What follows belongs to an exercise in optimizing a design on an open flow for small area, a short achievable clock period and few clock cycles; a production flow would make more cautious choices. In this exercise RTL edits were held to simulation tests only and were not proved equivalent to the original. No activity file was given, so power comes from the tool's default toggle rates.

$ cat design.v
`timescale 1ns / 1ps
module SingleCycleProcessor(
    input         clk,
    input         rst,
    output [31:0] imem_addr,
    input  [31:0] imem_rdata,
    output [31:0] dmem_addr,
    output [31:0] dmem_wdata,
    output        dmem_we,
    input  [31:0] dmem_rdata
    );
    wire [31:0] PC, PCNext;
    wire [31:0] PCPlus4;
    wire [31:0] PCTarget;
    wire [31:0] Instr;
    wire [31:0] WriteData;
    wire [31:0] ImmExt;
    wire [31:0] SrcA, SrcB;
    wire [31:0] ALUResult;
    wire [31:0] ReadData;
    wire [31:0] Result;
    wire [6:0] op;
    wire [2:0] func3;
    wire        funct7;
    wire        Zero;
    wire        PCSrc;
    wire [1:0]  ResultSrc;
    wire        MemWrite;
    wire [2:0]  ALUControl;
    wire        ALUSrc;
    wire [1:0]  ImmSrc;
    wire        RegWrite;
    assign op = Instr[6:0];
    assign func3 = Instr[14:12];
    assign funct7 = Instr[30];
    ControlUnit u_ControlUnit (
        .op(op),
        .func3(func3),
        .funct7(funct7),
        .Zero(Zero),
        .PCSrc(PCSrc),
        .ResultSrc(ResultSrc),
        .MemWrite(MemWrite),
        .ALUControl(ALUControl),
        .ALUSrc(ALUSrc),
        .ImmSrc(ImmSrc),
        .RegWrite(RegWrite)
    );
    assign PCPlus4 = PC + 4;
    assign PCTarget = PC + ImmExt;
    assign PCNext = (PCSrc == 1) ? PCTarget : PCPlus4;
    assign ImmExt = (ImmSrc == 2'b00 ) ? {{20{Instr[31]}},Instr[31:20]}:
    (ImmSrc == 2'b01 ) ? {{20{Instr[31]}},Instr[31:25],Instr[11:7]}:
    (ImmSrc == 2'b10)?{{20{Instr[31]}},Instr[7],Instr[31:25],Instr[11:8],1'b0}:
    {{12{Instr[31]}}, Instr[19:12], Instr[20], Instr[30:21],1'b0};
    ProgramCounter pc(
    .clk(clk),
    .rst(rst),
    .PCNext(PCNext),
    .PC(PC)
    );
    assign imem_addr = PC;
    assign Instr = imem_rdata;
    RegisterFile rf(
    .clk(clk),
    .WE3(RegWrite),
    .A1(Instr[19:15]),  
    .A2(Instr[24:20]),  
    .A3(Instr[11:7]),   
    .WD3(Result),
    .RD1(SrcA),
    .RD2(WriteData)
    );
    assign dmem_addr = ALUResult;
    assign dmem_wdata = WriteData;
    assign dmem_we = MemWrite;
    assign ReadData = dmem_rdata;
    assign SrcB = (ALUSrc == 0)? WriteData : ImmExt;
    ALU alu(
    .SrcA(SrcA),
    .SrcB(SrcB),
    .ALUControl(ALUControl),
    .ALUResult(ALUResult),
    .Zero(Zero)
    );
    assign Result = (ResultSrc == 2'b00)?ALUResult:
    (ResultSrc == 2'b01)?ReadData:
    (ResultSrc == 2'b10)?PCPlus4: 32'd0;
endmodule
module ProgramCounter(
    input clk,
    input rst,
    input [31:0] PCNext,
    output reg [31:0] PC
    );
    always @(posedge clk, posedge rst) begin
        if(rst == 1'b1) begin
            PC <= 32'h1000;
        end
        else begin
            PC <= PCNext;
        end
    end
endmodule
module RegisterFile(
    input clk,
    input WE3,  
    input [4:0] A1,  
    input [4:0] A2,  
    input [4:0] A3,  
    input [31:0] WD3,
    output  [31:0] RD1,
    output  [31:0] RD2
    );
    reg [31:0] x [1:31];
    assign RD1 = (A1 == 5'd0) ? 32'd0 : x[A1];
    assign RD2 = (A2 == 5'd0) ? 32'd0 : x[A2];
    always @(posedge clk) begin
        if(WE3  && A3 != 5'b00000) begin
            x[A3] <= WD3;
        end
    end
endmodule
module ALU(
    input [31:0] SrcA,
    input [31:0] SrcB,
    input [2:0] ALUControl,
    output reg[31:0] ALUResult,
    output Zero
    );
    always @(*) begin
        case(ALUControl)
            3'b000: ALUResult = SrcA + SrcB;
            3'b001: ALUResult = SrcA - SrcB;
            3'b010: ALUResult = SrcA & SrcB;
            3'b011: ALUResult = SrcA | SrcB;
            3'b100: ALUResult = SrcA ^ SrcB;
            3'b101: ALUResult = SrcA << SrcB;
            3'b110: ALUResult = SrcA >> SrcB;
            default: ALUResult = 32'd0;
        endcase
    end
    assign Zero = (ALUResult == 32'b0);
endmodule
module ControlUnit(
    input [6:0]op,
    input [2:0] func3,
    input funct7,
    input Zero,
    output PCSrc,
    output [1:0] ResultSrc,
    output MemWrite,
    output[2:0]ALUControl,
    output ALUSrc,
    output [1:0]ImmSrc,
    output RegWrite
    );
    wire Jump;
    wire Branch;
    wire [1:0]ALUOp ;
    MainDecoder m_D(op,Branch,Jump,ResultSrc,MemWrite,ALUSrc,ImmSrc,RegWrite,ALUOp);
    ALUDecoder alu_D(ALUOp,op[5],func3,funct7,ALUControl);
    assign PCSrc=(Zero&Branch) | Jump;
endmodule
module MainDecoder(
    input [6:0] op,
    output Branch,
    output Jump,
    output [1:0] ResultSrc,
    output MemWrite,
    output ALUSrc,
    output [1:0] ImmSrc,
    output RegWrite,
    output [1:0] ALUOp
    );
    assign RegWrite = (op == 7'b000_0011) || (op == 7'b011_0011) || (op == 7'b001_0011) || (op == 7'b110_1111);
    assign ImmSrc = (op == 7'b000_0011 || op == 7'b001_0011) ? 2'b00 :
                    (op == 7'b010_0011) ? 2'b01 :
                    (op == 7'b110_0011) ? 2'b10 :
                    (op == 7'b110_1111) ? 2'b11 : 2'b00;
    assign ALUSrc = (op==7'b000_0011 )|| (op == 7'b010_0011) || (op == 7'b001_0011);
    assign MemWrite = (op == 7'b010_0011);
    assign ResultSrc = (op == 7'b011_0011 || op == 7'b001_0011) ? 2'b00 :
                       (op == 7'b000_0011) ? 2'b01 :
                       (op == 7'b110_1111) ? 2'b10 : 2'b00;  
    assign Branch = (op == 7'b110_0011);
    assign ALUOp = ((op == 7'b000_0011) || (op == 7'b010_0011)) ? 2'b00 :
                   (op == 7'b011_0011 || op == 7'b001_0011) ? 2'b10 :
                   (op == 7'b110_0011) ? 2'b01 :
                   (op == 7'b110_1111) ? 2'b00 : 2'b00;  
    assign Jump = (op == 7'b110_1111);
endmodule
module ALUDecoder(
    input [1:0] ALUOp,
    input op5,
    input [2:0] funct3,
    input funct7,
    output [2:0] ALUControl
    );
    assign ALUControl = (ALUOp == 2'b00)? 3'b000:
    (ALUOp == 2'b01)? 3'b001:
    ((ALUOp == 2'b10) && (funct3 == 3'b000) && ({op5,funct7} !=2'b11))? 3'b000:
    ((ALUOp == 2'b10) && (funct3 == 3'b000) && ({op5,funct7} ==2'b11))? 3'b001:
    ((ALUOp == 2'b10) && (funct3 == 3'b010))? 3'b101:
    ((ALUOp == 2'b10) && (funct3 == 3'b110))? 3'b011:
    ((ALUOp == 2'b10) && (funct3 == 3'b111))? 3'b010: 3'b000;
endmodule
$ cat constraint.sdc
create_clock -name core_clock -period 10.0 [get_ports {clk}]
set_input_delay 2.0000 -clock core_clock [delete_from_list [all_inputs] [get_ports {clk}]]
set_output_delay 2.0000 -clock core_clock [all_outputs]
set_load 0.01 [all_outputs]
$ cat config.mk
export PLATFORM = sky130hd
export DESIGN_NAME = SingleCycleProcessor
export DESIGN_NICKNAME = SingleCycleProcessor
export VERILOG_FILES = /design/flow/design.v
export SDC_FILE = /design/flow/constraint.sdc
export NUM_CORES = 4
export LEC_CHECK = 0
export CAP_MARGIN = 20
export CORE_MARGIN = 2
export CORE_UTILIZATION = 40
export SLEW_MARGIN = 20
$ cat run.sh
#!/bin/bash
# synth_recipe.tcl (not shown) runs the flow's synth.tcl, then flattens the netlist and writes it again
# the make line also repeats each setting of config.mk as NAME=value (left out here)
make -C /OpenROAD-flow-scripts/flow DESIGN_CONFIG=/design/flow/config.mk WORK_HOME=/design/flow/orfs CLKGATE_MAP_FILE= SYNTH_SCRIPT=/design/flow/synth_recipe.tcl finish
==> run summary <==
* Internal power at 9.08 mW
* Final critical-path share of the clock period at 0.969
* Initial core utilization at 0.403
* GPL Wtd Cong at 0.974
* Final hold vios at 0
* Vias per inst at between 6 and 7
* Total GRT Usage at 0.300
* Final Total Pwr at 13.4 mW
* Skew-Pair Late Insertion Delay at 730 ps
* DR DRC count at 0
* Crit end category: output port
* Min-delay src: pc.PC[0]
* Synth warn at 3
* Crit path time final at 9690 ps
* Global-route wire length before repair at around 310000 um
* Avg Cell Area, Syn at 14.1 um2
* Pin count of the biggest net entering global routing at 88
* Vias in the first global route at about 41000
* # rows at between 100 and 150
* HP Class: register to register
* Max_slew headroom at 0.231
* Register area share after synthesis at 0.535
* CTS tree: done
* Post-layout util at 0.476
* Share of cells above drive strength 1 at 0.263
* # nets final at approximately 4700
* Type of origin of the critical path: input pin
* NetSw at around 4.3 mW
* Commonest register cell after synthesis: edfxtp_1
* Clk root buf: clkbuf_16
* Final setup fails at 0
* Peak supply drop at around 0.23 mV
* Clock transition at path regs at about 60 ps
* Initial antenna violation count at 7
* Clk sink count at a little over 1000
* Core Footprint at about 140000 um2
* Wire per inst at around 35 um
* Post-Synthesis Cells at slightly above 4000
* IO Port Bufs at about 160
* EDFF count, synth at 992
* Slew Viols, Final at 0
* CTS Buf Count at around 100
* Worst Setup Path Type: input pin to output port
* Synth async-reset ratio at 0.0313
* Vias at 42299
* Synthesized cell area at approximately 57000 um2
* Area Growth Syn to Fin at 18.0%
* Die W at about 380 um
* Top Usage Layer GRT: met2
* Leakage at 23.8 nW
* Status: finished clean
* Synth Register Bits at 1024
* Commonest non-fill, non-tap cells in the layout: edfxtp_1 (992), buf_4 (465), mux4_2 (361), mux2i_1 (318), nand2_1 (207)
* Logic pwr share at 0.299
* Fmax at approximately 100 MHz
* Pwr dens at 199 nW/um2
* Met2 usage at 0.486
* CP Max Fanout at 5
* Maxcap violations at 0
* Worst endpoint data arrival time at 7690 ps
* Critical path origin: imem_rdata[4]
* GR Overflow Total at 0
* Syn nets at ~4200
* Met1 GRT Util at 0.384
* Clock share of power at 0.285
* Ports at 163
* H-Tree Level Count at 3
* DRT iter0 DRCs at around 5600
* Slew @ Worst Pin at between 1000 and 1500 ps
* Sequential Power Share at 0.416
* Switching fraction of total power at 0.323
* Cts-stage hold buffer count at 0
* Antenna viol nets, final at 0
* Hpwl dp at about 150000 um
* Yosys cell types at approximately 110
* WP data required at 8000 ps
* Clk buf depth at 3
* Die Ht at 382 um
* Final Skew at slightly below 30 ps
* RSZ-0062 raised after global routing: false
* Die area at between 100000 and 150000 um2
* 1st-pass router iterations at 6
* Hold slack at approximately 590 ps
* Most common cell after layout, fill and taps aside: edfxtp_1
* GR Util met3 at 0.0625
* Critical R2R Launch: rf.x[4][4]
* Final wirelength at 225000 um
layer usage:
| layer | share of wire | vias to the layer above |
|---|---|---|
| met2 | 0.47 | 2614 |
| met4 | 0.057 | 4 |
| li1 | - | 17320 |
| met3 | 0.10 | 577 |
| met1 | 0.37 | 21784 |
| met5 | 0.00011 | - |
worst max-delay path, cell delays in order:
cell,delay [ps]
clkdlybuf4s50_1,440
nand4b_1,310
buf_4,220
buf_4,130
o32ai_1,260
a211o_1,190
a21boi_4,250
ha_2,310
o21ai_0,290
inv_1,110
fa_1,420
nor2b_1,150
o31a_1,200
o2111ai_2,200
a22oi_1,200
buf_4,160
o211ai_1,120
a21boi_1,300
o221ai_2,170
a31oi_1,210
buf_4,150
xnor2_1,110
o22ai_1,90
a21o_1,210
clkdlybuf4s50_1,470
cell families after synthesis:
| kind of cell | after synthesis | share of synthesized area |
|---|---|---|
| multiplexers | 753 | 0.212 |
| AND/OR/NAND/NOR | 805 | 0.0692 |
| AO/OA/AOI/OAI | 839 | 0.105 |
| adder cells (fa/ha/maj) | 130 | 0.0287 |
| XOR/XNOR | 102 | 0.0156 |
| buffers and inverters | 390 | 0.0341 |
| flip-flops | 1024 | 0.535 |
cell usage after synthesis (31+ instances only):
library cell / number / area, um2
a211oi_1: 65 / 488
a21o_1: 33 / 248
a21oi_1: 144 / 721
a22oi_1: 89 / 668
a31oi_1: 35 / 219
and2_1: 37 / 231
buf_2: 85 / 425
buf_4: 44 / 330
clkbuf_1: 100 / 375
dfrtp_1: 31 / 776
edfxtp_1: 992 / 29800
ha_1: 128 / 1600
inv_1: 107 / 402
mux2_2: 68 / 766
mux2i_1: 320 / 3200
mux4_2: 361 / 8130
nand2_1: 208 / 781
nand3_1: 79 / 395
nor2_1: 224 / 841
nor3_1: 48 / 240
o21ai_0: 93 / 465
o221ai_1: 36 / 315
o22ai_1: 71 / 444
xnor2_1: 64 / 561
xor2_1: 38 / 333
what timing repair did:
| action | CTS | global route |
|---|---|---|
| gates cloned | 0 | 4 |
| resized for setup | 2 | 35 |
| endpoints found under the setup margin | 3 | 9 |
| pin swaps | 0 | 3 |
| buffers inserted | 0 | 2 |
per-stage QoR:
stage,worst slack (ps),area (um2),TNS [ps],instances
global route,4.99,67500,0,6501
finish,313,67500,0,6503
detailed placement,-169,63900,-327,6304
global placement,-198,63900,-381,6302
floorplan,528,57200,0,4043
CTS,62.2,67200,0,6495
cell type report:
| type | instances | area (um2) |
|---|---|---|
| sequential | 1024 | 30600 |
| fill | 12277 | 74300 |
| antenna | 2 | 5.00 |
| timing repair buffer | 654 | 5750 |
| clock inverter | 70 | 591 |
| clock buffer | 121 | 2690 |
| inverter | 113 | 424 |
| tap | 1890 | 2360 |
| multi-input combinational | 2629 | 25100 |
power groups by stage:
stage	combinational [mW]	sequential [mW]	clock (mW)
2_1_floorplan	2.03	5.66	0
3_3_place_gp	3.88	5.67	0
3_5_place_dp	3.91	5.67	0
4_1_cts	3.92	5.58	3.85
5_1_grt	4.24	5.58	4.00
6_report	4.01	5.58	3.82
state kept, by name (all words and copies together) (netlist names):
| name | cells |
|---|---|
| rf.x | 992 |
| pc.PC | 32 |
worst paths after layout:
| path | slack, ps | to | cells past startpoint |
|---|---|---|---|
| max in group asynchronous | 7950 | pc.PC[12] | 3 |
| hold reg to reg | 590 | pc.PC[0] | 1 |
| setup reg to reg | 3050 | pc.PC[6] | 31 |
| setup / recovery | 310 | dmem_addr[28] | 25 |
| hold / removal | 590 | pc.PC[0] | 1 |
| min in group asynchronous | 1700 | pc.PC[22] | 3 |
Testbench counts, summed over its fixed seeds: cycles 54,235.

## afterwards: timing with drivers on the ports
In the flow no input, the clock included, has a driving cell. The finished layout below was timed again as built, in two steps. Step 1, drivers: a clkbuf_16 drives clk and a buf_2 each remaining input, both assumed. Step 2 times the ports against the registers' clock, not the clock port: input delays grow and output delays shrink by t, the midpoint of the rising clock arrivals with the driver on. Slacks: ideal ports / drivers / drivers and shift; pairs: ideal ports / drivers.
t, ns: 0.794
setup slack, ns: 0.313 / 0.282 / 0.282
worst setup path after step 2: input to output
worst data-port slew with drivers (ns): 0.08
After both steps setup and hold are still met in this run. The setup slack of this run moves by -0.031 ns with the drivers and by -0.031 ns with both steps.
